This design comes from an exercise in tuning for small area and a short achievable clock period on the open sky130 flow, not from production work.
Only simulation tests tie the RTL to the original design; equivalence was not proved.
No activity file was given, so power comes from the tool's default toggle rates.

==> module add32, before the edit <==
module add32(a, b, ci, s);
    input  [31:0] a, b;
    input         ci;
    output [31:0] s;
    wire [31:0] p = a ^ b;
    wire [31:0] gl [0:5];
    wire [31:0] pl [0:5];
    assign gl[0] = a & b;
    assign pl[0] = p;
    genvar l, i;
    generate for (l = 0; l < 5; l = l + 1) begin : lvl
        for (i = 0; i < 32; i = i + 1) begin : bit_
            if (i >= (1 << l)) begin : op
                assign gl[l+1][i] = gl[l][i] | (pl[l][i] & gl[l][i - (1 << l)]);
                assign pl[l+1][i] = pl[l][i] & pl[l][i - (1 << l)];
            end else begin : pass
                assign gl[l+1][i] = gl[l][i];
                assign pl[l+1][i] = pl[l][i];
            end
        end
    end endgenerate
    wire [31:0] c = gl[5] | (pl[5] & {32{ci}});
    assign s = p ^ {c[30:0], ci};
endmodule
export LEC_CHECK = 0
export CAP_MARGIN = 20
export CORE_MARGIN = 2
export CORE_UTILIZATION = 40
export CTS_BUF_LIST = sky130_fd_sc_hd__clkbuf_16
export CTS_CLUSTER_DIAMETER = 100
export CTS_CLUSTER_SIZE = 24
export SETUP_SLACK_MARGIN = 5
export SLEW_MARGIN = 20
export SYNTH_HIERARCHICAL = 1
export TNS_END_PERCENT = 0
create_clock -name core_clock -period 8.0 [get_ports {clk}]
run.sh (not shown) runs the stock make flow with config.mk's settings and CLKGATE_MAP_FILE= SYNTH_SCRIPT=/design/flow/synth_recipe.tcl, a recipe that flattens the netlist after the stock synthesis.
Edit:
--- a/flow/design.v
+++ b/flow/design.v
@@ -2,13 +2,14 @@
 module add32(a, b, ci, s);
     input  [31:0] a, b;
     input         ci;
     output [31:0] s;
     wire [31:0] p = a ^ b;
+    wire [31:0] g0 = a & b;
     wire [31:0] gl [0:5];
     wire [31:0] pl [0:5];
-    assign gl[0] = a & b;
+    assign gl[0] = {g0[31:1], g0[0] | (p[0] & ci)};
     assign pl[0] = p;
     genvar l, i;
     generate for (l = 0; l < 5; l = l + 1) begin : lvl
         for (i = 0; i < 32; i = i + 1) begin : bit_
             if (i >= (1 << l)) begin : op
@@ -18,12 +19,11 @@
                 assign gl[l+1][i] = gl[l][i];
                 assign pl[l+1][i] = pl[l][i];
             end
         end
     end endgenerate
-    wire [31:0] c = gl[5] | (pl[5] & {32{ci}});
-    assign s = p ^ {c[30:0], ci};
+    assign s = p ^ {gl[5][30:0], ci};
 endmodule
 `timescale 1ns / 1ps
 module Riscv(
     input         clk,
     input         rst,
Effect: Area after synthesis is higher by 0.63%; final cell count goes up by 0.73%; synthesized cell count came out higher by 1.4%; critical path depth is unchanged; power is about the same; worst setup slack degrades by 0.047 ns.

* * *

trial 85:
Riscv with an RTL version that a note above also has.
Size: ~4,400 cells after synthesis, about 1,300 flip-flops, roughly 200 I/O pins.
==> module Riscv, before the edit <==
module Riscv(
    input         clk,
    input         rst,
    output [31:0] imem_addr,
    input  [31:0] imem_rdata,
    output [31:0] dmem_addr,
    output        dmem_re,
    output        dmem_we,
    output [31:0] dmem_wdata,
    input  [31:0] dmem_rdata,
    output        wb_we,
    output [4:0]  wb_rd,
    output [31:0] wb_data
);
reg  [31:1] fa;             
reg  [31:25] ir_hi;         
reg  [11:7]  ir_rd;         
reg  [31:0]  ar;            
reg  [31:0]  yr;            
reg  [31:0]  v2r;           
reg          c_l, c_s, c_b, c_bz, c_we, c_fw;    
reg          c_sub, c_sgn, s_sum, s_lt, s_and, s_or, s_sl, s_sr;
reg  [31:0]  xr;            
reg  [31:0]  br;            
reg          ex_ld, ex_st, ex_tk, ex_we;
reg  [4:0]   ex_rd;
reg  [31:0]  wb;
reg          wb_v;
reg  [4:0]   wb_a;
reg  [32*32-1:32] rf;       
wire kill = rst | ex_tk;
wire [31:0] res;
wire [31:0] f = imem_rdata;
wire [4:0]  f_op  = f[6:2];
wire [2:0]  f_f3  = f[14:12];
wire [4:0]  f_rs1 = f[19:15];
wire [4:0]  f_rs2 = f[24:20];
wire f_r = (f_op == 5'b01100);
wire f_i = (f_op == 5'b00100);
wire f_l = (f_op == 5'b00000);
wire f_s = (f_op == 5'b01000);
wire f_b = (f_op == 5'b11000);
wire f_sub = f_r && ((f_f3 == 3'b000 && f[30]) || f_f3 == 3'b010) || f_i && f_f3 == 3'b010;
wire [4:0] n_rd = kill ? 5'd31 : ir_rd;
wire       n_fw = !kill && c_fw;
wire       n_ld = !kill && c_l;
wire m1 = f_r && !n_ld && (n_rd == f_rs1);
wire m2 = f_r && !n_ld && (n_rd == f_rs2);
reg [31:0] rd1, rd2;
integer k;
always @(*) begin
    rd1 = 32'd0;
    rd2 = 32'd0;
    for (k = 1; k < 32; k = k + 1) begin
        rd1 = rd1 | ({32{f_rs1 == k}} & rf[32*k +: 32]);
        rd2 = rd2 | ({32{f_rs2 == k}} & rf[32*k +: 32]);
    end
end
wire [31:0] v1 = rd1;
wire [31:0] v2 = rd2;
wire [31:0] f_imm = {{20{f[31]}}, f[31:25], f_s ? f[11:7] : f[24:20]};
wire a_res = m1 && n_fw;
wire a_reg = !m1;
wire y_res = m2 && n_fw;
wire y_reg = f_r && !m2;
wire y_imm = !f_r;
wire [31:0] a_nx = ({32{a_res}} & res) | ({32{a_reg}} & v1);
wire [31:0] y_nx = ({32{y_res}} & res) | ({32{y_reg}} & v2) | ({32{y_imm}} & f_imm);
always @(posedge clk) begin
    ar    <= a_nx;
    yr    <= y_nx ^ {32{f_sub}};
    v2r   <= v2;
    ir_hi <= f[31:25];
    ir_rd <= rst ? 5'd31 : f[11:7];
    c_l   <= !rst && f_l;
    c_s   <= !rst && f_s;
    c_b   <= !rst && f_b;
    c_we  <= !rst && (f_r || f_i || f_l);
    c_fw  <= !rst && (f_r || f_i || f_s);
    c_bz  <= (f_f3 == 3'b000);
    c_sub <= f_sub;
    c_sgn <= f_i;
    s_sum <= (f_r || f_i) && f_f3 == 3'b000 || f_l && (f_f3 == 3'b000 || f_f3 == 3'b010)
             || f_s && f_f3 == 3'b010;
    s_lt  <= (f_r || f_i) && f_f3 == 3'b010;
    s_and <= f_r && f_f3 == 3'b111;
    s_or  <= f_r && f_f3 == 3'b110;
    s_sl  <= f_r && f_f3 == 3'b001;
    s_sr  <= f_r && f_f3 == 3'b101;
    fa    <= rst ? 31'd0 : next_fa;
end
wire [31:0] imm_b = {{20{ir_hi[31]}}, ir_rd[7], ir_hi[30:25], ir_rd[11:8], 1'b0};
wire [31:0] a = ar;
wire [31:0] y = yr;         
wire [31:0] sum;
add32 alu_add(.a(a), .b(y), .ci(c_sub), .s(sum));
wire        y31 = y[31] ^ c_sub;
wire        lt  = (a[31] != y31) ? (c_sgn ? a[31] : y31) : sum[31];
wire        big = |y[31:5];
wire [31:0] a_rev;
genvar g;
generate for (g = 0; g < 32; g = g + 1) begin : rev_a
    assign a_rev[g] = a[31-g];
end endgenerate
wire [31:0] sh_in = s_sl ? a_rev : a;
wire [31:0] sh    = sh_in >> y[4:0];
wire [31:0] sh_rev;
generate for (g = 0; g < 32; g = g + 1) begin : rev_s
    assign sh_rev[g] = sh[31-g];
end endgenerate
assign res = ({32{s_sum}} & sum)
           | {31'd0, s_lt & lt}
           | ({32{s_and}} & (a & y))
           | ({32{s_or}}  & (a | y))
           | ({32{s_sl && !big}} & sh_rev)
           | ({32{s_sr && !big}} & sh);
wire        tk_now = !kill && c_b && (ar == v2r);
wire [31:1] tgt    = c_bz ? (fa + imm_b[31:1]) : 31'd0;
wire [31:1] next_fa = tk_now ? tgt : fa + 31'd2;
always @(posedge clk) begin
    xr    <= res;
    br    <= v2r;
    ex_ld <= !kill && c_l;
    ex_st <= !kill && c_s;
    ex_tk <= tk_now;
    ex_we <= !kill && c_we;
    ex_rd <= ir_rd;
end
assign imem_addr  = {fa, 1'b0};
assign dmem_addr  = xr;
assign dmem_re    = ex_ld;
assign dmem_we    = ex_st;
assign dmem_wdata = br;
wire [31:0] wdata = ex_ld ? dmem_rdata : xr;
wire        wen   = !rst && ex_we;
always @(posedge clk) begin
    wb   <= wdata;
    wb_v <= wen;
    wb_a <= ex_rd;
end
genvar r;
generate for (r = 1; r < 32; r = r + 1) begin : regs
    always @(posedge clk)
        if (wen && ex_rd == r)
            rf[32*r +: 32] <= wdata;
end endgenerate
assign wb_we   = wb_v;
assign wb_rd   = wb_a;
assign wb_data = wb;
endmodule
Settings: LEC_CHECK=0, CAP_MARGIN=20, CORE_MARGIN=2, CORE_UTILIZATION=40, CTS_BUF_LIST=sky130_fd_sc_hd__clkbuf_16, CTS_CLUSTER_DIAMETER=100, CTS_CLUSTER_SIZE=24, SETUP_SLACK_MARGIN=5, SLEW_MARGIN=20, TNS_END_PERCENT=0; clock period 8.0 ns.
The flow did not stop early for trial 85: all stages ran, and the layout cleared the timing, design-rule and antenna checks.
Here is what was changed in the inputs of trial 88 compared with trial 85.
--- a/flow/design.v
+++ b/flow/design.v
@@ -91,13 +91,13 @@
 wire y_reg = f_r && !m2;
 wire y_imm = !f_r;
 wire [31:0] a_nx = ({32{a_res}} & res) | ({32{a_reg}} & v1);
 wire [31:0] y_nx = ({32{y_res}} & res) | ({32{y_reg}} & v2) | ({32{y_imm}} & f_imm);
 always @(posedge clk) begin
     ar    <= a_nx;
-    yr    <= y_nx ^ {32{f_sub}};
+    yr    <= y_nx;
     v2r   <= v2;
     ir_hi <= f[31:25];
     ir_rd <= rst ? 5'd31 : f[11:7];
     c_l   <= !rst && f_l;
     c_s   <= !rst && f_s;
     c_b   <= !rst && f_b;
@@ -114,17 +114,16 @@
     s_sl  <= f_r && f_f3 == 3'b001;
     s_sr  <= f_r && f_f3 == 3'b101;
     fa    <= rst ? 31'd0 : next_fa;
 end
 wire [31:0] imm_b = {{20{ir_hi[31]}}, ir_rd[7], ir_hi[30:25], ir_rd[11:8], 1'b0};
 wire [31:0] a = ar;
-wire [31:0] y = yr;         
+wire [31:0] y = yr;
 wire [31:0] sum;
-add32 alu_add(.a(a), .b(y), .ci(c_sub), .s(sum));
-wire        y31 = y[31] ^ c_sub;
-wire        lt  = (a[31] != y31) ? (c_sgn ? a[31] : y31) : sum[31];
+add32 alu_add(.a(a), .b(y ^ {32{c_sub}}), .ci(c_sub), .s(sum));
+wire        lt  = (a[31] != y[31]) ? (c_sgn ? a[31] : y[31]) : sum[31];
 wire        big = |y[31:5];
 wire [31:0] a_rev;
 genvar g;
 generate for (g = 0; g < 32; g = g + 1) begin : rev_a
     assign a_rev[g] = a[31-g];
 end endgenerate
Trial 88 went all the way through synthesis, placement and routing and the layout is clean on timing, DRC and antenna. Smallest hold slack (higher): trial 85. Trial 88 reports its cell with the biggest individual delay on the critical path as nor2_4 while trial 85 reports buf_4. ~same routability congestion estimate from global placement in trial 88 and trial 85. Lower multi-input combinational gate total among trial 88 and trial 85: trial 88. As far as final total negative setup slack goes, trial 85 and trial 88 are indistinguishable; the numbers are identical. Sort trial 88 and trial 85 by setup slack, ascending, and trial 88 comes first. Re clock buffer count in the final layout: trial 85 was higher than trial 88. Measured slew at the worst slew-check pin in trial 88 is 0.11 ns higher than in trial 85. Summary of trial 88 over trial 85: register area share after synthesis increased 1.1 points; gate count of the mapped netlist decreased 238; post-route fraction of the period consumed by the critical path increased 0.64 points. Post-layout total power is higher on trial 85. Comparing trial 88 and trial 85, the lower sequential share of layout area is on trial 85. Compared to trial 85, trial 88 reaches a lower achievable clock. Comparing trial 88 against trial 85, there is no change at all in number of maximum-capacitance constraint violations.

==> static timing again, ports no longer ideal <==
The flow's constraints put no driver on any port. The routed layouts listed below were extracted and timed again, unchanged, in two steps. Step 1: set_driving_cell puts a clkbuf_16 on clk and a buf_2 on each other input, an assumption about the parent block. Step 2, shift: input delay + t, output delay - t, t = (earliest + latest rising clock arrival at the registers) / 2. This alone moves slack from input paths to output paths. a / b / c = ideal ports / drivers / drivers and shift; a / b = the first two.
run | t, ns | setup slack, ns | clock arrival spread, ns
the first run of note 1 | 0.786 | 3.979 / 3.959 / 3.173 | 0.064 / 0.064
the second run of note 1 | 0.793 | 3.931 / 3.942 / 3.149 | 0.054 / 0.054
trial 85 | 0.776 | 4.362 / 4.364 / 3.588 | 0.046 / 0.046
trial 88 | 0.825 | 4.311 / 4.293 / 3.468 | 0.038 / 0.038
After both steps setup and hold are still met in every run listed. The setup slack of trial 88, which loses most, moves by -0.018 ns with the drivers and by -0.843 ns with both steps.
